This design comes from an exercise in tuning for a short achievable clock period on the open sky130 flow, not from production work.
No functional check of the RTL was part of any run shown here.
No run shown here takes its clock network from TritonCTS; it comes from the design's own scripts or RTL.
The clock input has no modelled driver; a real chip could not lean on it and would need a root buffer or a full tree.
Power is estimated from default activity; no workload was simulated.

==> flow/design.v, too long to show whole: its modules and the start of the top module <==
// module fft_4: 2207 lines
// module f4c_g_0001: 3 lines
// module f4c_g_0001_c: 3 lines
// module f4c_g_0101: 3 lines
// module f4c_g_1010: 3 lines
// module f4c_g_1110: 3 lines
// module f4c_inv: 3 lines
// module f4c_maj_011: 3 lines
// module f4c_maj_101: 3 lines
// module f4c_maj_110: 3 lines
// module f4c_maj_111: 3 lines
// module f4c_nand_00: 3 lines
// module f4c_nand_01: 3 lines
// module f4c_nand_10: 3 lines
// module f4c_nand_10_c: 3 lines
// module f4c_nand_11: 3 lines
// module f4c_nor_00: 3 lines
// module f4c_nor_01: 3 lines
// module f4c_nor_10: 3 lines
// module f4c_nor_11: 3 lines
// module f4c_p_001: 3 lines
// module f4c_p_110: 3 lines
// module f4c_pp_01001: 3 lines
// module f4c_pp_01011: 3 lines
// module f4c_pp_10101: 3 lines
// module f4c_pp_11100: 3 lines
// module f4c_pp_11110: 3 lines
// module f4c_xor: 3 lines
// module f4c_xor_c: 3 lines
module fft_4(
        input               clk,
        input               rst_n,
        input wire signed [15:0]  x0_real,
        input wire signed [15:0]  x0_imag,
        input wire signed [15:0]  x1_real,
        input wire signed [15:0]  x1_imag,
        input wire signed [15:0]  x2_real,
        input wire signed [15:0]  x2_imag,
        input wire signed [15:0]  x3_real,
        input wire signed [15:0]  x3_imag,
        output reg signed [15:0]  X0_real,
        output reg signed [15:0]  X0_imag,
        output reg signed [15:0]  X1_real,
        output reg signed [15:0]  X1_imag,
        output reg signed [15:0]  X2_real,
        output reg signed [15:0]  X2_imag,
        output reg signed [15:0]  X3_real,
        output reg signed [15:0]  X3_imag
    );
  // ...
==> flow/flow/run.sh <==
#!/bin/bash
# Own layout flow: the standard flow, except that output flip-flops are
# placed next to their output buffers and the clock tree is a hand-built
# two-level inverter tree (flow/clock_tree.tcl) instead of TritonCTS's.
# Ports are buffered with buf_4 (which timing repair may resize) rather
# than the delay cell buffer_ports picks by default.
set -euo pipefail
here=$PWD
export MY_CLK_LEAVES=${MY_CLK_LEAVES:-0}
export MY_CLK_PER_LEAF=${MY_CLK_PER_LEAF:-24}
export MY_CLK_TOP=${MY_CLK_TOP:-4}
export MY_CLK_TOP_CELL=${MY_CLK_TOP_CELL:-sky130_fd_sc_hd__clkinv_16}
export MY_CLK_LEAF_CELL=${MY_CLK_LEAF_CELL:-sky130_fd_sc_hd__clkinv_8}
bash standard.sh synth > log_synth.txt 2>&1
bash standard.sh PRE_DETAIL_PLACE_TCL=$here/flow/pre_dp.tcl "BUFFER_PORTS_ARGS=-buffer_cell sky130_fd_sc_hd__buf_4" place > log_place.txt 2>&1
# a copy of the ORFS scripts whose cts.tcl builds our own tree
rm -rf myscripts; cp -r $FLOW_HOME/scripts myscripts
sed -i "s#log_cmd clock_tree_synthesis {\*}\$cts_args#source $here/flow/clock_tree.tcl#" myscripts/cts.tcl
grep -q "flow/clock_tree.tcl" myscripts/cts.tcl
sed -n 's/^make -C \(.*\) "\${@:-finish}"$/\1/p' standard.sh > make_args.txt
eval "make -C $(cat make_args.txt) SCRIPTS_DIR=$here/myscripts do-4_1_cts do-4_cts" > log_cts.txt 2>&1
bash standard.sh > log_finish.txt 2>&1
==> flow/flow/clock_tree.tcl <==
# Two-level clock tree in place of clock_tree_synthesis. The clock port
# drives NTOP top cells, each of which drives its share of K leaf cells;
# each leaf drives a cluster of flip-flops. With inverters at both levels
# the flip-flops see the clock in its own polarity. Clusters are made by
# k-means with equal cluster sizes, so every flip-flop sees the same tree.
set K $::env(MY_CLK_LEAVES)
set NTOP $::env(MY_CLK_TOP)
set block [ord::get_db_block]
set db [ord::get_db]
set top_master [$db findMaster $::env(MY_CLK_TOP_CELL)]
set leaf_master [$db findMaster $::env(MY_CLK_LEAF_CELL)]
set clk_net [[$block findBTerm clk] getNet]

# balanced k-means: returns {assign cxs cys}
proc bal_kmeans {xs ys K} {
  set n [llength $xs]
  set cap [expr {($n + $K - 1) / $K}]
  set order [lsort -real -indices $xs]
  set cxs {}; set cys {}
  # initial centres: a grid over the bounding box
  set xmin [::tcl::mathfunc::min {*}$xs]; set xmax [::tcl::mathfunc::max {*}$xs]
  set ymin [::tcl::mathfunc::min {*}$ys]; set ymax [::tcl::mathfunc::max {*}$ys]
  set gx [expr {int(ceil(sqrt($K)))}]
  set gy [expr {int(ceil(double($K) / $gx))}]
  for {set k 0} {$k < $K} {incr k} {
    set ix [expr {$k % $gx}]; set iy [expr {$k / $gx}]
    lappend cxs [expr {$xmin + ($ix + 0.5) * ($xmax - $xmin) / $gx}]
    lappend cys [expr {$ymin + ($iy + 0.5) * ($ymax - $ymin) / $gy}]
  }
  set assign [lrepeat $n 0]
  for {set iter 0} {$iter < 30} {incr iter} {
    # order points by how much they lose if not given their nearest centre
    set keyed {}
    for {set i 0} {$i < $n} {incr i} {
      set x [lindex $xs $i]; set y [lindex $ys $i]
      set ds {}
      for {set k 0} {$k < $K} {incr k} {
        lappend ds [expr {abs($x - [lindex $cxs $k]) + abs($y - [lindex $cys $k])}]
      }
      set s [lsort -real $ds]
      lappend keyed [list $i [expr {[lindex $s end] - [lindex $s 0]}] $ds]
    }
    set used [lrepeat $K 0]
    foreach e [lsort -real -decreasing -index 1 $keyed] {
      lassign $e i regret ds
      set best -1; set bd 1e30
      for {set k 0} {$k < $K} {incr k} {
        if {[lindex $used $k] >= $cap} { continue }
        if {[lindex $ds $k] < $bd} { set bd [lindex $ds $k]; set best $k }
      }
      lset assign $i $best
      lset used $best [expr {[lindex $used $best] + 1}]
    }
    set sx [lrepeat $K 0.0]; set sy [lrepeat $K 0.0]; set sc [lrepeat $K 0]
    for {set i 0} {$i < $n} {incr i} {
      set k [lindex $assign $i]
      lset sx $k [expr {[lindex $sx $k] + [lindex $xs $i]}]
      lset sy $k [expr {[lindex $sy $k] + [lindex $ys $i]}]
      lset sc $k [expr {[lindex $sc $k] + 1}]
    }
    for {set k 0} {$k < $K} {incr k} {
      if {[lindex $sc $k] > 0} {
        lset cxs $k [expr {[lindex $sx $k] / [lindex $sc $k]}]
        lset cys $k [expr {[lindex $sy $k] / [lindex $sc $k]}]
      }
    }
  }
  puts "clock_tree: cluster sizes $sc"
  return [list $assign $cxs $cys]
}

proc add_buf {master name x y in_net out_name} {
  global block
  set b [odb::dbInst_create $block $master $name]
  $b setLocation [expr {int($x)}] [expr {int($y)}]
  $b setPlacementStatus PLACED
  set net [odb::dbNet_create $block $out_name]
  $net setSigType CLOCK
  foreach it [$b getITerms] {
    set mt [$it getMTerm]
    if {[$mt getName] eq "A"} { $it connect $in_net }
    if {[$mt getName] eq "X" || [$mt getName] eq "Y"} { $it connect $net }
  }
  return $net
}

set sinks {}
foreach it [$clk_net getITerms] { lappend sinks $it }
set n [llength $sinks]
if {$K <= 0} { set K [expr {($n + $::env(MY_CLK_PER_LEAF) - 1) / $::env(MY_CLK_PER_LEAF)}] }
puts "clock_tree: $n sinks, $K leaves, $NTOP top cells"
set xs {}; set ys {}
foreach it $sinks {
  set bb [[$it getInst] getBBox]
  lappend xs [expr {([$bb xMin] + [$bb xMax]) / 2.0}]
  lappend ys [expr {([$bb yMin] + [$bb yMax]) / 2.0}]
}
lassign [bal_kmeans $xs $ys $K] assign cxs cys
lassign [bal_kmeans $cxs $cys $NTOP] tassign tcxs tcys

foreach it $sinks { $it disconnect }
set top_nets {}
for {set t 0} {$t < $NTOP} {incr t} {
  lappend top_nets [add_buf $top_master clktop_$t [lindex $tcxs $t] [lindex $tcys $t] $clk_net clknet_top_$t]
}
set leaf_nets {}
for {set k 0} {$k < $K} {incr k} {
  lappend leaf_nets [add_buf $leaf_master clkleaf_$k [lindex $cxs $k] [lindex $cys $k] \
    [lindex $top_nets [lindex $tassign $k]] clknet_leaf_$k]
}
for {set i 0} {$i < $n} {incr i} {
  [lindex $sinks $i] connect [lindex $leaf_nets [lindex $assign $i]]
}
$clk_net setSigType CLOCK
set_propagated_clock [all_clocks]
==> flow/flow/pre_dp.tcl <==
# Before detailed placement: put each output port's flip-flop right next to
# the port's output buffer, so the flop's Q drives a short wire.
set block [ord::get_db_block]
set moved 0
foreach bterm [$block getBTerms] {
  if { [$bterm getIoType] ne "OUTPUT" } { continue }
  set net [$bterm getNet]
  if { $net eq "NULL" } { continue }
  set buf ""
  foreach it [$net getITerms] {
    if { [$it isOutputSignal] } { set buf [$it getInst] }
  }
  if { $buf eq "" } { continue }
  set ff ""
  foreach it [$buf getITerms] {
    if { [$it isInputSignal] } {
      set n2 [$it getNet]
      foreach it2 [$n2 getITerms] {
        if { [$it2 isOutputSignal] } { set ff [$it2 getInst] }
      }
    }
  }
  if { $ff eq "" } { continue }
  if { ![string match "*DFF*" [[$ff getMaster] getName]] && ![string match "*df*" [[$ff getMaster] getName]] } { continue }
  set bb [$buf getBBox]
  set bx [expr {([$bb xMin] + [$bb xMax]) / 2}]
  set by [expr {([$bb yMin] + [$bb yMax]) / 2}]
  # step from the buffer toward the core centre
  set core [$block getCoreArea]
  set cx [expr {([$core xMin] + [$core xMax]) / 2}]
  set cy [expr {([$core yMin] + [$core yMax]) / 2}]
  set dx [expr {$cx - $bx}]
  set dy [expr {$cy - $by}]
  set d [expr {sqrt($dx*$dx + $dy*$dy)}]
  if { $d < 1 } { set d 1 }
  set step 6000
  set nx [expr {int($bx + $dx / $d * $step)}]
  set ny [expr {int($by + $dy / $d * $step)}]
  $ff setLocation $nx $ny
  incr moved
}
puts "pre_dp: moved $moved output flops next to their buffers"
==> flow/standard.sh <==
#!/bin/bash
# synth_recipe.tcl (not shown) runs the flow's synth.tcl, then flattens the netlist and writes it again
# the make line also repeats each setting of config.mk as NAME=value (left out here)
make -C /OpenROAD-flow-scripts/flow DESIGN_CONFIG=/design/flow/config.mk WORK_HOME=/design/flow/orfs CLKGATE_MAP_FILE= SYNTH_SCRIPT=/design/flow/synth_recipe.tcl "${@:-finish}"
==> flow/config.mk <==
export PLATFORM = sky130hd
export DESIGN_NAME = fft_4
export DESIGN_NICKNAME = fft_4
export VERILOG_FILES = /design/flow/design.v
export SDC_FILE = /design/flow/constraint.sdc
export NUM_CORES = 4
export LEC_CHECK = 0
export CAP_MARGIN = 20
export CORE_MARGIN = 2
export CORE_UTILIZATION = 40
export SETUP_SLACK_MARGIN = 2.0
export SLEW_MARGIN = 20
export SYNTH_HIERARCHICAL = 1
==> flow/constraint.sdc <==
create_clock -name core_clock -period 3.5 [get_ports {clk}]
set_input_delay 0.7000 -clock core_clock [delete_from_list [all_inputs] [get_ports {clk}]]
set_output_delay 0.7000 -clock core_clock [all_outputs]
set_load 0.01 [all_outputs]
==> flow_summary.toml, run 1 <==
[status]
status = "timing/DRC/antenna clean"

[synth]
synth_cells = 3224
synth-simple-area-share_pct = 6.54
synth_top_cells_by_count = "dfrtp_1 (796), inv_1 (642), xor2_1 (570), maj3_2 (344), a21oi_2 (156)"
synth_edf_count = 0
synth-xor-area-share_pct = 14.2

[routing]
top_layer = "met5"
vias_per_cell = 4.56
wirelength_um = 92200

[floorplanning]
n_tap_cell = 1254
io_pins = 258

[sta]
hold_violations = 0
maxSlewViolCount = 0
worst_hold_slack_ps = 357
grt_setup_unrepaired = "true"
fin_ws_ps = 1950
worst_clock_skew_ps = 62.7

[global_route]
overflow = 0
grt.busiest_layer = "met2"
grt_antenna_before_repair = 6

[pwr]
power_density_nw_per_um2 = 653
switching_share_pct = 39.8
leakagePower_nw = 20.5

[critical_path]
crit_family = "flip-flops"
worst_path_max_delay_cell = "dfrtp_1"
critPathCaptureType = "output pin"
worstPathArrival_ps = 850

[layout]
syn2layout_area_growth_pct = 14.6
multi_input_area_um2 = 16100
instances_no_fill = 4803

[placement]
port_buffers = 257

[job]
maxCapViolCount = 0
==> run 2, diff against run 1 <==
--- a/flow/config.mk
+++ b/flow/config.mk
@@ -7,7 +7,8 @@
 export LEC_CHECK = 0
 export CAP_MARGIN = 20
 export CORE_MARGIN = 2
-export CORE_UTILIZATION = 40
+export CORE_UTILIZATION = 55
+export PLACE_DENSITY = 0.65
 export SETUP_SLACK_MARGIN = 2.0
 export SLEW_MARGIN = 20
 export SYNTH_HIERARCHICAL = 1
==> run 2 against run 1 <==
Still clean on timing, DRC and antenna. Setup slack gained 25 ps. Combinational power hardly changed. First-iteration DRC count grew 14%. Cell count decreased by 7.9%. Critical path type is now reg2reg. Largest cell class unchanged. Largest power group unchanged.
==> flow_summary.toml, run 2 <==
[pwr]
clkPwrFrac_pct = 12.8
power_density_nw_per_um2 = 653
total_power_mw = 27.9
leakagePower_nw = 20.4
power_switching_mw = 11.0
p_int_mw = 16.9
switching_share_pct = 39.3
p_comb_share_pct = 38.2
ir_drop_mv = 0.465
power_frac_seq_pct = 48.9

[routing]
wirelength_um = 89300
drt-initial-drc-count = 1184
antenna_left = 0
firstDrtPassIters = 4
wl_per_cell_um = 20.2
vias_per_cell = 5.03
via_count = 22300
remaining_drc_errors = 0

[synth]
synth_flop_cell = "dfrtp_1"
synth_area_per_cell_um2 = 11.7
synth_cell_types = 17
synth_top_cells_by_count = "dfrtp_1 (796), inv_1 (642), xor2_1 (570), maj3_2 (344), a21oi_2 (156)"
synth_edf_count = 0
synth_top_area_share_pct = 52.6
synth_cells = 3224
ys_top_cells_by_area = "dfrtp_1 (53%), xor2_1 (13%), maj3_2 (10%)"
yosys.area.top_type = "dfrtp_1"
synthesis.nets = 3354
post-synth-top-count-cell = "dfrtp_1"
async_flop_share_pct = 100
synthesis.area_um2 = 37800
ys_ff_latch = 796
ys_seq_area_share_pct = 52.6
synth_warnings = 7

[critical_path]
worstPathArrival_ps = 1720
crit_buf_inv = 0
critPathLaunchType = "flop"
required_ps = 3700
path_cells = "xor2_1, nand2_1, o21ai_1"
path_class = "reg2reg"
cp_slowest_stage_delay_ps = 640
crit_path_max_fanout = 5
crit_family = "XOR/XNOR gates"
critPathCaptureType = "flop"
worst_path_max_delay_cell = "xor2_1"

[sta]
worstMarginPinSlew_ps = 776
setup_tns_ps = 0
maxSlewViolCount = 0
setup_viol = 0
worst_clock_skew_ps = 37.2
post-route-min-period_ps = 1520
max_freq_ghz = 0.657
fin_crit_sh_pct = 43.5
hold_violations = 0
grt_setup_unrepaired = "true"
slew_headroom_pct = 48.1

[job]
maxCapViolCount = 0

[cts]
clkSlewWorstSetupHoldPaths_ps = 100
clock_latency_ps = 280

[placement]
gp_congestion = 0.918
port_buffers = 257
dp_hpwl_um = 71500

[floorplanning]
placementRows = 96
die_area_um2 = 70900
core_um2 = 68300
start_util_pct = 55.4
die_w_um = 266
io_pins = 258
die_h_um = 266

[global_route]
grt_first_pass_wirelength_um = 136000
grt_max_degree = 150
use_met2_pct = 45.6
overflow = 0
grt.busiest_layer = "met2"
grt_pass1_vias = 23300
track_usage_pct = 25.3
grt_antenna_before_repair = 2
grt_use_met3_pct = 2.01
met1_usage_pct = 32.4

[layout]
fill_cells = 5538
layout_common_cells = "dfrtp_1 (787), inv_1 (642), xor2_1 (524), maj3_2 (344), buf_4 (164)"
layout_commonest_cell = "dfrtp_1"
drive_above_1_share_pct = 31.2
syn2layout_area_growth_pct = 12.8
layout.nets = 3674

[worst_hold_path]
hold_path.class = "in2async"

[status]
status = "timing/DRC/antenna clean"
[run 2: cell counts after synthesis]
No cell type changed its count.
[run 2: final cells by class]
cell class                 count  area, µm²  area share (%)
multi-input combinational   1786      15900            37.3
inverter                     680       3080            7.22
antenna                        1       2.50         0.00586
sequential                   796      19900            46.7
tap                          882       1100            2.58
timing repair buffer         280       2650            6.19
[run 2: Yosys stat by module, one instance, submodules excluded, a selection]
module	copies in the design	flip-flops and latches	area (µm²)
f4c_maj_011	58	0	15.0
f4c_nor_01	26	0	13.8
f4c_g_1010	120	0	12.5
f4c_pp_01011	24	0	20.0
f4c_nor_10	56	0	13.8
f4c_nand_00	2	0	6.26
fft_4	1	796	19900
f4c_nand_10_c	2	0	13.8
[run 2: routing by layer]
layer,part of all wire (%),up-vias
met5,0.034,-
met4,4.1,4
met3,2.6,141
met2,52,304
met1,42,11200
li1,-,10600
[run 2: timing repair]
action / 4_1_cts / 5_1_grt
hold buffers: 0 / 0
gates cloned: 0 / 1
setup endpoints to repair: 266 / 368
resized for setup: 79 / 97
pin swaps: 0 / 2
setup buffers: 0 / 4
[run 2: through the flow]
step                      utilization (%)  area [µm²]  instances  hold WS (ps)  setup slack [ps]
after detailed placement             60.2       41100       4381           344              1670
after global placement               60.2       41100       4381           336              1680
after global routing                 62.5       42700       4424           320              1940
final                                62.5       42700       4425           329              1980
after CTS                            61.7       42200       4419           357              1940
after floorplan                         -       37800       3224           331              2220
[run 2: path summary, 6_finish.rpt]
path / start / to / slack (ps) / cells after the start
worst max-delay path: s1_x0_imag_x1_imag_x2_imag[4] / X0_imag_g[5] / 1980 / 3
worst min-delay path: rst_n / c1_X3_imag[0] / 330 / 1
worst max register to register: s1_x0_imag_x1_imag_x2_imag[4] / X0_imag_g[5] / 1980 / 3
worst min register to register: X0_real_x[1] / X0_real[1] / 360 / 0
max in group asynchronous: rst_n / X0_imag_p[10] / 2130 / 3
min in group core_clock: X0_real_x[1] / X0_real[1] / 360 / 0
[run 2: logic make-up (layout without fill, tap and decap cells)]
family | Yosys count | after routing | synth area share, %
AND/OR/NAND/NOR | 374 | 374 | 6.54
adder cells (fa/ha/maj) | 344 | 344 | 10.2
buffers and inverters | 642 | 960 | 6.37
flip-flops | 796 | 796 | 52.6
other | 0 | 1 | 0
AO/OA/AOI/OAI | 454 | 454 | 10.0
XOR/XNOR | 614 | 614 | 14.2
[run 2: power groups by stage]
stage / logic [mW] / registers [mW] / clock network [mW]
after floorplan: 6.02 / 13.5 / 0
after global placement: 9.96 / 13.7 / 0
after detailed placement: 10.3 / 13.7 / 0
after CTS: 10.6 / 13.6 / 3.76
after global routing: 11.5 / 13.9 / 4.08
final: 10.7 / 13.6 / 3.58
==> run 3, diff against run 2 <==
--- a/flow/config.mk
+++ b/flow/config.mk
@@ -7,8 +7,8 @@
 export LEC_CHECK = 0
 export CAP_MARGIN = 20
 export CORE_MARGIN = 2
-export CORE_UTILIZATION = 55
-export PLACE_DENSITY = 0.65
+export CORE_UTILIZATION = 65
+export PLACE_DENSITY = 0.75
 export SETUP_SLACK_MARGIN = 2.0
 export SLEW_MARGIN = 20
 export SYNTH_HIERARCHICAL = 1
==> run 3 against run 2 <==
Global-route usage increased by 4.1 points. Critical endpoint is now X2_imag[2]. Critical path type is now reg2out. Still clean. Clock power decreased by 1%. Die area decreased by 15%.
==> flow_summary.toml, run 3 <==
[sta]
maxSlewViolCount = 0
post-route-min-period_ps = 1520
setup_tns_ps = 0
setup_viol = 0
fin_ws_ps = 1980
slew_headroom_pct = 41.5
max_freq_ghz = 0.657
fin_crit_sh_pct = 43.5
worst_clock_skew_ps = 36.4
worst_hold_slack_ps = 328
grt_setup_unrepaired = "true"
worstMarginPinSlew_ps = 874
hold_violations = 0

[critical_path]
rrSetupSlack_ps = 1990
worst_path_max_delay_cell = "dfrtp_1"
crit_family = "flip-flops"
regToRegEndpoint = "X0_imag_g[4]"
critPathCaptureType = "output pin"
worstPathArrival_ps = 820
cp_slowest_stage_delay_ps = 420
crit_buf_inv = 1
required_ps = 2800
path_cells = "buf_6"
r2r_start = "s1_x0_imag_x1_imag_x2_imag[4]"
path_class = "reg2out"
crit_path_max_fanout = 1
critPathLaunchType = "flop"
r2r.worst_path.cells = 3

[worst_hold_path]
hold_path.class = "in2async"

[synth]
synth_flop_cell = "dfrtp_1"
ys_top_cells_by_area = "dfrtp_1 (53%), xor2_1 (13%), maj3_2 (10%)"
synth_area_per_cell_um2 = 11.7
synth_warnings = 7
synthesis.nets = 3354
synthesis.area_um2 = 37800
yosys.area.top_type = "dfrtp_1"
synth_cell_types = 17
synth_top_cells_by_count = "dfrtp_1 (796), inv_1 (642), xor2_1 (570), maj3_2 (344), a21oi_2 (156)"
post-synth-top-count-cell = "dfrtp_1"
ys_seq_area_share_pct = 52.6
synth_cells = 3224
synth_top_area_share_pct = 52.6
async_flop_share_pct = 100
synth_edf_count = 0
ys_ff_latch = 796

[floorplanning]
core_um2 = 57600
die_h_um = 245
die_area_um2 = 60200
placementRows = 88
io_pins = 258
die_w_um = 245
start_util_pct = 65.7

[placement]
dp.cells = 4267
gp_congestion = 0.866
dpl_cell_area_um2 = 41000
pre_cts_ws_ps = 1540
dp_hpwl_um = 69700
port_buffers = 257

[pwr]
total_power_mw = 27.9
ir_drop_mv = 0.481
power_density_nw_per_um2 = 655
leakagePower_nw = 20.4

[layout]
syn2layout_area_growth_pct = 12.5
fin_util_pct = 73.9
layout_common_cells = "dfrtp_1 (786), inv_1 (642), xor2_1 (524), maj3_2 (344), buf_4 (176)"
drive_above_1_share_pct = 31.2
diodes = 0
layout.nets = 3675
final_area_um2 = 42600
instances_no_fill = 4308
layout_commonest_cell = "dfrtp_1"
fill_cells = 3868

[cts]
clock_latency_ps = 280
clkSlewWorstSetupHoldPaths_ps = 100
ctsHoldBuffers = 0

[routing]
wirelength_um = 87600
via_count = 22600
wl_per_cell_um = 20.3
remaining_drc_errors = 0
antenna_left = 0
drt-initial-drc-count = 1259
vias_per_cell = 5.26
firstDrtPassIters = 6

[status]
status = "timing/DRC/antenna clean"

[global_route]
track_usage_pct = 29.4
grt_pass1_vias = 23800
grt_first_pass_wirelength_um = 134000
overflow = 0
grt_max_degree = 84
grt_antenna_before_repair = 1

[job]
maxCapViolCount = 0
## run 3: cell counts after synthesis
No cell type changed its count.
## run 3: report_power, final
group / total [mW] / internal, mW / switching [mW]
Combinational: 10.7 / 4.66 / 6.02
Clock: 3.54 / 0.481 / 3.06
Sequential: 13.7 / 11.8 / 1.90
Total: 27.9 / 16.9 / 11.0
## run 3: worst max-delay path by stage
stage	start	slack, ps	endpoint	cells after the start
final	X2_imag[2]	1980	X2_imag[2]	1
after global routing	X2_imag[2]	1950	X2_imag[2]	1
after CTS	s1_x0_imag_x1_imag_x2_imag[3]	1940	X0_imag_g[4]	3
after detailed placement	s1_x0_imag_x1_imag_x2_imag[3]	1540	X0_imag_g[4]	3
after global placement	s1_x0_imag_x1_imag_x2_imag[3]	1610	X0_imag_g[4]	3
after floorplan	x2_imag[9]	2220	u_X2_imag[10]	3
## run 3: per-layer routing
metal	track usage (%)	share of wire, %
met5	0	0
met3	2.13	3.1
met1	36.7	40
met4	8.61	3.6
met2	54.9	53
## run 3: area by class of cell
class | count | area [µm²] | share of cell area [%]
Sequential cell | 796 | 19900 | 46.8
Inverter | 680 | 3080 | 7.24
Multi-Input combinational cell | 1786 | 16000 | 37.6
Timing Repair Buffer | 281 | 2600 | 6.11
Tap cell | 765 | 957 | 2.25
## run 3: cell families after synthesis
logic type	after synthesis	share of synthesized area [%]
flops	796	52.6
buf+inv	642	6.37
xor+xnor	614	14.2
compound gates	454	10.0
simple gates	374	6.54
fa+ha+maj	344	10.2
## run 3: timing repair
action,CTS,global route
pin swaps,6,1
buffers inserted,1,2
resized for setup,75,93
cloned,0,0
endpoints found under the setup margin,77,261
## run 3: modules after synthesis, one instance, submodules excluded, a selection
module | cell area (µm²) | times used
f4c_nand_10 | 6.26 | 58
f4c_nand_10_c | 13.8 | 2
f4c_nor_11 | 3.75 | 28
f4c_g_1110 | 8.76 | 36
f4c_p_001 | 3.75 | 78
f4c_xor | 8.76 | 570
f4c_nand_11 | 3.75 | 28
f4c_nor_00 | 6.26 | 6
f4c_xor_c | 8.76 | 44
f4c_p_110 | 3.75 | 62
==> run 4, diff against run 3 <==
--- a/flow/config.mk
+++ b/flow/config.mk
@@ -7,8 +7,7 @@
 export LEC_CHECK = 0
 export CAP_MARGIN = 20
 export CORE_MARGIN = 2
-export CORE_UTILIZATION = 65
-export PLACE_DENSITY = 0.75
-export SETUP_SLACK_MARGIN = 2.0
+export CORE_UTILIZATION = 40
+export SETUP_SLACK_MARGIN = 2.5
 export SLEW_MARGIN = 20
 export SYNTH_HIERARCHICAL = 1
==> run 4 against run 3 <==
Flip-flop and latch count stayed put. Sequential power is 4% higher. Combinational power is 58% higher. Sequential share of layout area is 12 points lower. Global-route usage is 6.7 points lower. Synthesized cell count stayed put. Register-to-register slack better by 50 ps. Largest power group is now combinational cells.
==> flow_summary.toml, run 4 <==
[floorplanning]
core_um2 = 93600
io_pins = 258
die_h_um = 312
placementRows = 112
die_area_um2 = 97100
start_util_pct = 40.4
die_w_um = 312

[routing]
drt-initial-drc-count = 1088
antenna_left = 0
wl_per_cell_um = 21.1
remaining_drc_errors = 0
vias_per_cell = 4.65
wirelength_um = 114000
firstDrtPassIters = 4
via_count = 25000

[synth]
synth_warnings = 7
ys_seq_area_share_pct = 52.6
synthesis.nets = 3354
synth_flop_cell = "dfrtp_1"
synth_cell_types = 17
synth_cells = 3224
synth_top_area_share_pct = 52.6
async_flop_share_pct = 100
post-synth-top-count-cell = "dfrtp_1"
ys_ff_latch = 796
yosys.area.top_type = "dfrtp_1"
synth_area_per_cell_um2 = 11.7
synth_top_cells_by_count = "dfrtp_1 (796), inv_1 (642), xor2_1 (570), maj3_2 (344), a21oi_2 (156)"
synth_edf_count = 0
synthesis.area_um2 = 37800
ys_top_cells_by_area = "dfrtp_1 (53%), xor2_1 (13%), maj3_2 (10%)"

[sta]
max_freq_ghz = 0.649
post-route-min-period_ps = 1540
slew_headroom_pct = 67.7
worstMarginPinSlew_ps = 484
grt_setup_unrepaired = "true"
hold_violations = 0
setup_tns_ps = 0
setup_viol = 0
fin_crit_sh_pct = 44.0
maxSlewViolCount = 0
worst_clock_skew_ps = 41.6

[critical_path]
required_ps = 2800
worst_path_max_delay_cell = "dfrtp_1"
path_cells = "buf_6"
worstPathArrival_ps = 840
cp_slowest_stage_delay_ps = 410
critPathLaunchType = "flop"
path_class = "reg2out"
crit_path_max_fanout = 1
critPathCaptureType = "output pin"
crit_buf_inv = 1
crit_family = "flip-flops"

[placement]
port_buffers = 257
dp_hpwl_um = 75300
gp_congestion = 0.859

[cts]
clkSlewWorstSetupHoldPaths_ps = 120
ctsHoldBuffers = 0
clock_latency_ps = 300

[global_route]
grt_antenna_before_repair = 5
track_usage_pct = 22.7
grt_max_degree = 85
overflow = 0
grt_pass1_vias = 26200
grt_first_pass_wirelength_um = 166000

[layout]
layout_common_cells = "dfrtp_1 (662), buf_6 (395), xor2_1 (329), maj3_2 (313), inv_1 (302)"
syn2layout_area_growth_pct = 53.9
drive_above_1_share_pct = 63.5
layout_commonest_cell = "dfrtp_1"
layout.nets = 4255

[pwr]
ir_drop_mv = 0.419
power_density_nw_per_um2 = 600
total_power_mw = 34.9
leakagePower_nw = 26.0

[status]
status = "timing/DRC/antenna clean"

[worst_hold_path]
hold_path.class = "in2async"

[job]
maxCapViolCount = 0
## run 4: worst paths after layout
kind                              start            end  slack (ps)  depth (start not counted)
setup / recovery            X1_real[12]    X1_real[12]        1960                          1
hold / removal                    rst_n   X0_imag_x[0]         310                          1
setup reg to reg           X2_real_p[2]    X2_real[13]        2040                          5
hold reg to reg            X0_imag_x[1]     X0_imag[1]         340                          0
max in group asynchronous         rst_n  u_X1_real[13]        2480                          3
min in group core_clock    X0_imag_x[1]     X0_imag[1]         340                          0
## run 4: cells by family (layout without fill, tap and decap cells)
kind of cell | Yosys count | count (layout) | share of synthesized area (%)
AOI/OAI and AO/OA | 454 | 454 | 10.0
and+or+nand+nor | 374 | 374 | 6.54
adders and majority gates | 344 | 344 | 10.2
DFF | 796 | 796 | 52.6
buffers and inverters | 642 | 1541 | 6.37
other | 0 | 2 | 0
xor gates and xnor gates | 614 | 614 | 14.2
## run 4: through the flow
step | setup slack (ps) | hold slack (ps) | instances | utilization, % | area [µm²]
floorplan | 2240 | 331 | 3224 | - | 39800
global placement | 1720 | 336 | 4758 | 46.6 | 43600
detailed placement | 1720 | 347 | 4758 | 46.6 | 43600
CTS | 1940 | 264 | 5256 | 58.5 | 54800
global route | 1930 | 281 | 5377 | 62.2 | 58200
finish | 1960 | 309 | 5379 | 62.2 | 58200
## run 4: per-layer routing
| metal | global-route usage, % | wire, µm | part of all wire (%) |
|---|---|---|---|
| met3 | 1.86 | 3800 | 3.3 |
| met4 | 4.36 | 3130 | 2.7 |
| met5 | 0 | 35 | 0.031 |
| met1 | 31.2 | 49300 | 43 |
| met2 | 39.7 | 57500 | 51 |
## run 4: timing repair
item                                   in CTS  in global routing
buffers inserted                          409                115
pin swaps                                 623                502
gates resized for setup                  1210                511
cloned                                     51                  6
setup endpoints to repair                1541               1031
endpoints found under the hold margin       0                  0
## run 4: area by class of cell
class	instances	area (µm²)
diodes	2	5.00
repair buffers	861	11900
flip-flops and latches	796	20100
fillers	6973	35400
inverters	680	3650
multi-input cells	1786	21000
well taps	1254	1570
## run 4: where the power goes
| group | switching (mW) | total, mW | internal, mW |
|---|---|---|---|
| sequential | 2.42 | 14.2 | 11.8 |
| combinational | 8.13 | 16.9 | 8.74 |
| clock | 3.31 | 3.79 | 0.483 |
## run 4: modules after synthesis (local to each module, per instance), excerpt
module,flip-flops and latches,cells,times used
f4c_p_001,0,1,78
f4c_nor_00,0,1,6
f4c_g_1010,0,2,120
f4c_nand_01,0,1,26
f4c_nand_00,0,1,2
fft_4,796,796,1
f4c_maj_111,0,1,86
f4c_pp_01001,0,3,2
f4c_g_0101,0,2,66
f4c_nand_11,0,1,28
==> run 5, diff against run 4 <==
--- a/flow/config.mk
+++ b/flow/config.mk
@@ -8,6 +8,6 @@
 export CAP_MARGIN = 20
 export CORE_MARGIN = 2
 export CORE_UTILIZATION = 40
-export SETUP_SLACK_MARGIN = 2.5
+export SETUP_SLACK_MARGIN = 2.2
 export SLEW_MARGIN = 20
 export SYNTH_HIERARCHICAL = 1
==> run 5 against run 4 <==
Cell count fell by 9.0%. Clock skew rose by 33 ps. Synthesized cell count did not move. Worst hold slack improved by 33 ps. Wire length fell by 17%. Sequential power barely moved. Clock power fell by 1%. Register-to-register slack improved by 70 ps. Via count fell by 11%.
==> flow_summary.toml, run 5 <==
[synth]
synth_top_cells_by_count = "dfrtp_1 (796), inv_1 (642), xor2_1 (570), maj3_2 (344), a21oi_2 (156)"
ys_ff_latch = 796
synth_cell_types = 17
synthesis.nets = 3354
synth_edf_count = 0
ys_seq_area_share_pct = 52.6
async_flop_share_pct = 100
synthesis.area_um2 = 37800
synth_cells = 3224
post-synth-top-count-cell = "dfrtp_1"
synth_warnings = 7
synth_area_per_cell_um2 = 11.7
yosys.area.top_type = "dfrtp_1"
ys_top_cells_by_area = "dfrtp_1 (53%), xor2_1 (13%), maj3_2 (10%)"
synth_flop_cell = "dfrtp_1"
synth_top_area_share_pct = 52.6

[global_route]
grt_pass1_vias = 23000
track_usage_pct = 19.2
overflow = 0
grt_first_pass_wirelength_um = 141000
grt_antenna_before_repair = 7
grt_max_degree = 80

[sta]
slew_headroom_pct = 64.2
fin_crit_sh_pct = 43.4
setup_viol = 0
worst_hold_slack_ps = 342
max_freq_ghz = 0.658
grt_setup_unrepaired = "true"
post-route-min-period_ps = 1520
maxSlewViolCount = 0
hold_violations = 0
worstMarginPinSlew_ps = 537
setup_tns_ps = 0
worst_clock_skew_ps = 74.3

[floorplanning]
io_pins = 258
start_util_pct = 40.4
die_h_um = 312
die_area_um2 = 97100
die_w_um = 312
core_um2 = 93600
placementRows = 112

[critical_path]
r2r_start = "X1_real_g[4]"
path_cells = "buf_6"
cp_slowest_stage_delay_ps = 410
required_ps = 2800
critPathLaunchType = "flop"
crit_path_max_fanout = 1
worst_path_max_delay_cell = "dfrtp_1"
crit_buf_inv = 1
critPathCaptureType = "output pin"
regToRegEndpoint = "X1_real[15]"
crit_path_start = "X2_imag[15]"
r2r.worst_path.cells = 4
crit_family = "flip-flops"
path_depth = 1
worstPathArrival_ps = 820
path_class = "reg2out"
rrSetupSlack_ps = 2110

[routing]
via_count = 22300
drt-initial-drc-count = 1018
wirelength_um = 94100
firstDrtPassIters = 5
wl_per_cell_um = 19.2
vias_per_cell = 4.55
antenna_left = 0
remaining_drc_errors = 0

[pwr]
ir_drop_mv = 0.453
total_power_mw = 30.3
leakagePower_nw = 21.3
power_density_nw_per_um2 = 656

[layout]
layout_commonest_cell = "dfrtp_1"
layout.nets = 3767
fin_util_pct = 49.3
layout_common_cells = "dfrtp_1 (693), inv_1 (599), xor2_1 (442), maj3_2 (344), buf_4 (212)"
syn2layout_area_growth_pct = 22.1
instances_no_fill = 4895
drive_above_1_share_pct = 41.2
fill_cells = 8418

[worst_hold_path]
hold_path.class = "in2async"

[placement]
dp.cells = 4750
port_buffers = 257
gp_congestion = 0.881
dp_hpwl_um = 73500

[status]
status = "timing/DRC/antenna clean"

[job]
maxCapViolCount = 0

[cts]
clock_latency_ps = 290
clkSlewWorstSetupHoldPaths_ps = 110
==> run 5: cell counts after synthesis <==
No cell type changed its count.
==> run 5: routing by layer <==
layer,GRT usage [%],part of all wire (%)
met1,24.7,42
met2,35.0,52
met3,1.59,2.7
met4,4.33,2.7
met5,0,0.031
==> run 5: Yosys stat by module, one instance, submodules excluded, a selection <==
module / area, µm² / times used
f4c_nand_10_c: 13.8 / 2
f4c_g_0001_c: 7.51 / 6
f4c_maj_110: 15.0 / 58
f4c_pp_01001: 16.3 / 2
f4c_nand_11: 3.75 / 28
f4c_nor_10: 13.8 / 56
f4c_nand_10: 6.26 / 58
f4c_g_0101: 12.5 / 66
f4c_nor_00: 6.26 / 6
f4c_pp_11110: 8.76 / 24
==> run 5: worst reg2reg max path, delay by kind of cell (launching register included) <==
family	cells	cell delay (ps)
xor+xnor	1	300
compound gates	3	540
flops	1	460
==> run 5: layout make-up <==
class	count	area, µm²	share of cell area [%]
well taps	1254	1570	3.40
diodes	6	15.0	0.0325
multi-input cells	1786	17900	38.8
flip-flops and latches	796	20000	43.4
inverters	680	3090	6.68
repair buffers	373	3550	7.69
==> run 5: through the flow <==
step           setup slack, ps  cell area (µm²)
6_report                  1980            46200
5_1_grt                   1940            46200
4_1_cts                   1960            44600
3_5_place_dp              1780            41600
3_3_place_gp              1800            41600
2_1_floorplan             2220            37800
==> run 5: cell families (layout without fill, tap and decap cells) <==
| logic type | after synthesis | count (layout) | share of synthesized area (%) |
|---|---|---|---|
| buffers and inverters | 642 | 1053 | 6.37 |
| flip-flops | 796 | 796 | 52.6 |
| AO/OA/AOI/OAI | 454 | 454 | 10.0 |
| other | 0 | 6 | 0 |
| AND/OR/NAND/NOR | 374 | 374 | 6.54 |
| adder cells (fa/ha/maj) | 344 | 344 | 10.2 |
| XOR/XNOR | 614 | 614 | 14.2 |
==> run 5: what timing repair did <==
action                                  4_1_cts  5_1_grt
pin swaps                                    90      129
endpoints found under the setup margin      528      290
hold buffers                                  0        0
setup buffers                                55       46
gates resized for setup                     383      242
==> run 5: worst max-delay path by stage <==
stage	to	slack [ps]
5_1_grt	X2_imag[14]	1940
3_3_place_gp	X1_imag[15]	1800
2_1_floorplan	u_X2_imag[10]	2220
6_report	X2_imag[15]	1980
4_1_cts	X2_imag[15]	1960
3_5_place_dp	X2_imag[15]	1780
==> run 5: power by group <==
| group | switching, mW | internal, mW | total, mW | leakage [nW] |
|---|---|---|---|---|
| Sequential | 2.15 | 11.8 | 13.9 | 9.25 |
| Combinational | 6.73 | 5.88 | 12.6 | 11.8 |
| Clock | 3.25 | 0.482 | 3.74 | 0.280 |
==> run 6, diff against run 5 <==
--- a/flow/flow/run.sh
+++ b/flow/flow/run.sh
@@ -11,6 +11,7 @@
 export MY_CLK_TOP=${MY_CLK_TOP:-4}
 export MY_CLK_TOP_CELL=${MY_CLK_TOP_CELL:-sky130_fd_sc_hd__clkinv_16}
 export MY_CLK_LEAF_CELL=${MY_CLK_LEAF_CELL:-sky130_fd_sc_hd__clkinv_8}
+export MY_CLK_LEAF_UP=${MY_CLK_LEAF_UP-sky130_fd_sc_hd__clkinv_16}
 bash standard.sh synth > log_synth.txt 2>&1
 bash standard.sh PRE_DETAIL_PLACE_TCL=$here/flow/pre_dp.tcl "BUFFER_PORTS_ARGS=-buffer_cell sky130_fd_sc_hd__buf_4" place > log_place.txt 2>&1
 # a copy of the ORFS scripts whose cts.tcl builds our own tree
--- a/flow/flow/clock_tree.tcl
+++ b/flow/flow/clock_tree.tcl
@@ -113,3 +113,44 @@
 }
 $clk_net setSigType CLOCK
 set_propagated_clock [all_clocks]
+
+# Size the leaves: the latest leaves get the stronger cell as long as the
+# latest clock arrival at any flip-flop keeps dropping.
+if {$::env(MY_CLK_LEAF_UP) ne ""} {
+  source $::env(PLATFORM_DIR)/setRC.tcl
+  set up_master [$db findMaster $::env(MY_CLK_LEAF_UP)]
+  proc leaf_arrivals {K} {
+    set res {}
+    for {set k 0} {$k < $K} {incr k} {
+      lappend res [get_property [get_pins clkleaf_$k/Y] arrival_max_rise]
+    }
+    return $res
+  }
+  estimate_parasitics -placement
+  set arr [leaf_arrivals $K]
+  set best [::tcl::mathfunc::max {*}$arr]
+  puts "clock_tree: leaf arrivals [format %.3f [::tcl::mathfunc::min {*}$arr]] .. [format %.3f $best]"
+  for {set iter 0} {$iter < 12} {incr iter} {
+    set order [lsort -real -decreasing -indices $arr]
+    set swapped {}
+    foreach k [lrange $order 0 1] {
+      set inst [$block findInst clkleaf_$k]
+      if {[[$inst getMaster] getName] ne [$up_master getName]} {
+        $inst swapMaster $up_master
+        lappend swapped $k
+      }
+    }
+    if {$swapped eq ""} { break }
+    estimate_parasitics -placement
+    set arr [leaf_arrivals $K]
+    set worst [::tcl::mathfunc::max {*}$arr]
+    puts "clock_tree: upsized leaves $swapped, latest arrival [format %.3f $worst]"
+    if {$worst >= $best - 0.001} {
+      foreach k $swapped { [$block findInst clkleaf_$k] swapMaster $leaf_master }
+      estimate_parasitics -placement
+      set arr [leaf_arrivals $K]
+      break
+    }
+    set best $worst
+  }
+}
==> run 6 against run 5 <==
Clock skew did not move. Largest power group unchanged. Critical path depth unchanged. Synthesized cell count unchanged. Fmax unchanged. Critical endpoint unchanged. Sequential share of layout area unchanged. Register-to-register slack hardly changed. Combinational power about the same. Clock power barely moved. Worst hold slack unchanged.
==> flow_summary.toml, run 6 <==
[sta]
hold_violations = 0
setup_viol = 0
worstMarginPinSlew_ps = 537
setup_tns_ps = 0
max_freq_ghz = 0.658
fin_crit_sh_pct = 43.4
grt_setup_unrepaired = "true"
maxSlewViolCount = 0
post-route-min-period_ps = 1520
worst_clock_skew_ps = 74.3
slew_headroom_pct = 64.2
worst_hold_slack_ps = 342

[pwr]
p_comb_share_pct = 41.6
ir_drop_mv = 0.453
power_frac_seq_pct = 46.0
clkPwrFrac_pct = 12.3
switching_share_pct = 40.0
power_switching_mw = 12.1
power_density_nw_per_um2 = 656
p_int_mw = 18.2
leakagePower_nw = 21.3

[cts]
clock_latency_ps = 290
ctsHoldBuffers = 0
clkSlewWorstSetupHoldPaths_ps = 110

[critical_path]
worst_path_max_delay_cell = "dfrtp_1"
path_class = "reg2out"
crit_path_max_fanout = 1
path_cells = "buf_6"
critPathCaptureType = "output pin"
crit_buf_inv = 1
required_ps = 2800
worstPathArrival_ps = 820
crit_family = "flip-flops"
critPathLaunchType = "flop"
cp_slowest_stage_delay_ps = 410

[routing]
antenna_left = 0
via_count = 22300
drt-initial-drc-count = 1018
vias_per_cell = 4.55
remaining_drc_errors = 0
wirelength_um = 94100
wl_per_cell_um = 19.2
firstDrtPassIters = 5

[placement]
port_buffers = 257
gp_congestion = 0.881
dp.cells = 4750
dp_hpwl_um = 73500

[layout]
drive_above_1_share_pct = 41.2
instances_no_fill = 4895
layout_commonest_cell = "dfrtp_1"
layout.nets = 3767
fill_cells = 8418
syn2layout_area_growth_pct = 22.1
layout_common_cells = "dfrtp_1 (693), inv_1 (599), xor2_1 (442), maj3_2 (344), buf_4 (212)"

[synth]
ys_seq_area_share_pct = 52.6
synth_warnings = 7
synthesis.area_um2 = 37800
synth_edf_count = 0
synth_cell_types = 17
post-synth-top-count-cell = "dfrtp_1"
synth_top_cells_by_count = "dfrtp_1 (796), inv_1 (642), xor2_1 (570), maj3_2 (344), a21oi_2 (156)"
ys_top_cells_by_area = "dfrtp_1 (53%), xor2_1 (13%), maj3_2 (10%)"
synth_area_per_cell_um2 = 11.7
synth_top_area_share_pct = 52.6
yosys.area.top_type = "dfrtp_1"
synthesis.nets = 3354
synth_cells = 3224
synth_flop_cell = "dfrtp_1"
async_flop_share_pct = 100
ys_ff_latch = 796

[floorplanning]
core_um2 = 93600
die_w_um = 312
placementRows = 112
die_area_um2 = 97100
io_pins = 258
die_h_um = 312
start_util_pct = 40.4

[status]
status = "timing/DRC/antenna clean"

[global_route]
grt_antenna_before_repair = 7
track_usage_pct = 19.2
overflow = 0
grt_pass1_vias = 23000
grt_first_pass_wirelength_um = 141000
grt_max_degree = 80

[job]
maxCapViolCount = 0

[worst_hold_path]
hold_path.class = "in2async"
## run 6: cell counts after synthesis
Identical to the previous run, type by type.
## run 6: power groups by stage
stage | sequential, mW | clock, mW | combinational, mW
final | 13.9 | 3.74 | 12.6
after global routing | 14.2 | 4.28 | 13.6
after CTS | 13.8 | 3.94 | 12.0
after detailed placement | 13.7 | 0 | 10.4
after global placement | 13.8 | 0 | 10.1
after floorplan | 13.5 | 0 | 6.02
## run 6: cell families after synthesis
kind of cell    share of synthesized area [%]
compound gates                           10.0
buf+inv                                  6.37
xor+xnor                                 14.2
simple gates                             6.54
fa+ha+maj                                10.2
flops                                    52.6
## run 6: layout make-up
class                   count  area, µm²  share of cell area [%]
repair buffers            373       3550                    7.69
multi-input cells        1786      17900                    38.8
inverters                 680       3090                    6.68
flip-flops and latches    796      20000                    43.4
well taps                1254       1570                    3.40
diodes                      6       15.0                  0.0325
## run 6: what timing repair did
| item | in CTS | in global routing |
|---|---|---|
| gates resized for setup | 383 | 242 |
| pin swaps | 90 | 129 |
| setup buffers | 55 | 46 |
| endpoints found under the setup margin | 528 | 290 |
## run 6: metal layers
metal  wire, µm  GRT usage [%]  part of all wire [%]
met5         29              0                 0.031
met2      49000           35.0                    52
met4       2570           4.33                   2.7
met3       2540           1.59                   2.7
met1      39900           24.7                    42
## run 6: path summary, 6_finish.rpt
check | end | start | slack [ps] | depth (start not counted)
setup / recovery | X2_imag[15] | X2_imag[15] | 1980 | 1
hold / removal | X3_imag_p[3] | rst_n | 340 | 1
setup reg to reg | X1_real[15] | X1_real_g[4] | 2110 | 4
hold reg to reg | X0_imag[0] | X0_imag_x[0] | 360 | 0
max in group asynchronous | s1_x0_imag_x1_imag_x2_imag[11] | rst_n | 2330 | 2
min in group core_clock | X0_imag[0] | X0_imag_x[0] | 360 | 0
## run 6: per-stage QoR
stage	area [µm²]	utilization [%]	setup WS (ps)	power [mW]
after floorplan	37800	-	2220	19.5
after global routing	46200	49.3	1940	32.1
final	46200	49.3	1980	30.3
after CTS	44600	47.7	1960	29.8
after detailed placement	41600	44.4	1780	24.1
after global placement	41600	44.4	1800	23.9
## run 6: per-module statistics from Yosys (local to each module, per instance), excerpt
| module | copies in the design | flops+latches |
|---|---|---|
| f4c_nor_01 | 26 | 0 |
| f4c_nand_10 | 58 | 0 |
| f4c_maj_111 | 86 | 0 |
| f4c_maj_110 | 58 | 0 |
| f4c_g_0101 | 66 | 0 |
| f4c_nand_11 | 28 | 0 |
| f4c_p_001 | 78 | 0 |
| f4c_nand_10_c | 2 | 0 |

-- afterwards: timing with drivers on the ports --
How much do the figures lean on ideal ports? The routed layouts below were timed once more, with nothing changed but the port constraints. Step 1 sets driving cells, clkbuf_16 on the clock port and buf_2 on the other inputs (assumed; they add their load-dependent delay and slew). Step 2 times the ports against the registers' clock, not the clock port: input delays grow and output delays shrink by t, the midpoint of the rising clock arrivals with the driver on. Slacks: ideal ports / drivers / drivers and shift; pairs: ideal ports / drivers.
run | t (ns) | slack for setup (ns) | hold WS [ns] | worst setup path at the end | latest minus earliest clock arrival (ns)
run 1 | 0.522 | 1.954 / 1.712 / 1.897 | 0.357 / 0.212 / 0.357 | input to register | 0.073 / 0.077
run 2 | 0.530 | 1.979 / 1.711 / 1.803 | 0.329 / 0.126 / 0.358 | input, reset recovery | 0.040 / 0.041
run 3 | 0.520 | 1.977 / 1.714 / 1.878 | 0.328 / 0.131 / 0.358 | input to register | 0.038 / 0.038
run 4 | 0.554 | 1.960 / 1.678 / 1.848 | 0.309 / 0.260 / 0.344 | input to register | 0.053 / 0.055
run 5 | 0.516 | 1.979 / 1.712 / 1.905 | 0.342 / 0.143 / 0.357 | input to register | 0.077 / 0.080
run 6 | 0.516 | 1.979 / 1.712 / 1.905 | 0.342 / 0.143 / 0.357 | input to register | 0.077 / 0.080
After both steps setup and hold are still met in every run listed. The setup slack of run 2, which loses most, moves by -0.268 ns with the drivers and by -0.176 ns with both steps. The worst setup slack also covers recovery checks on asynchronous resets.
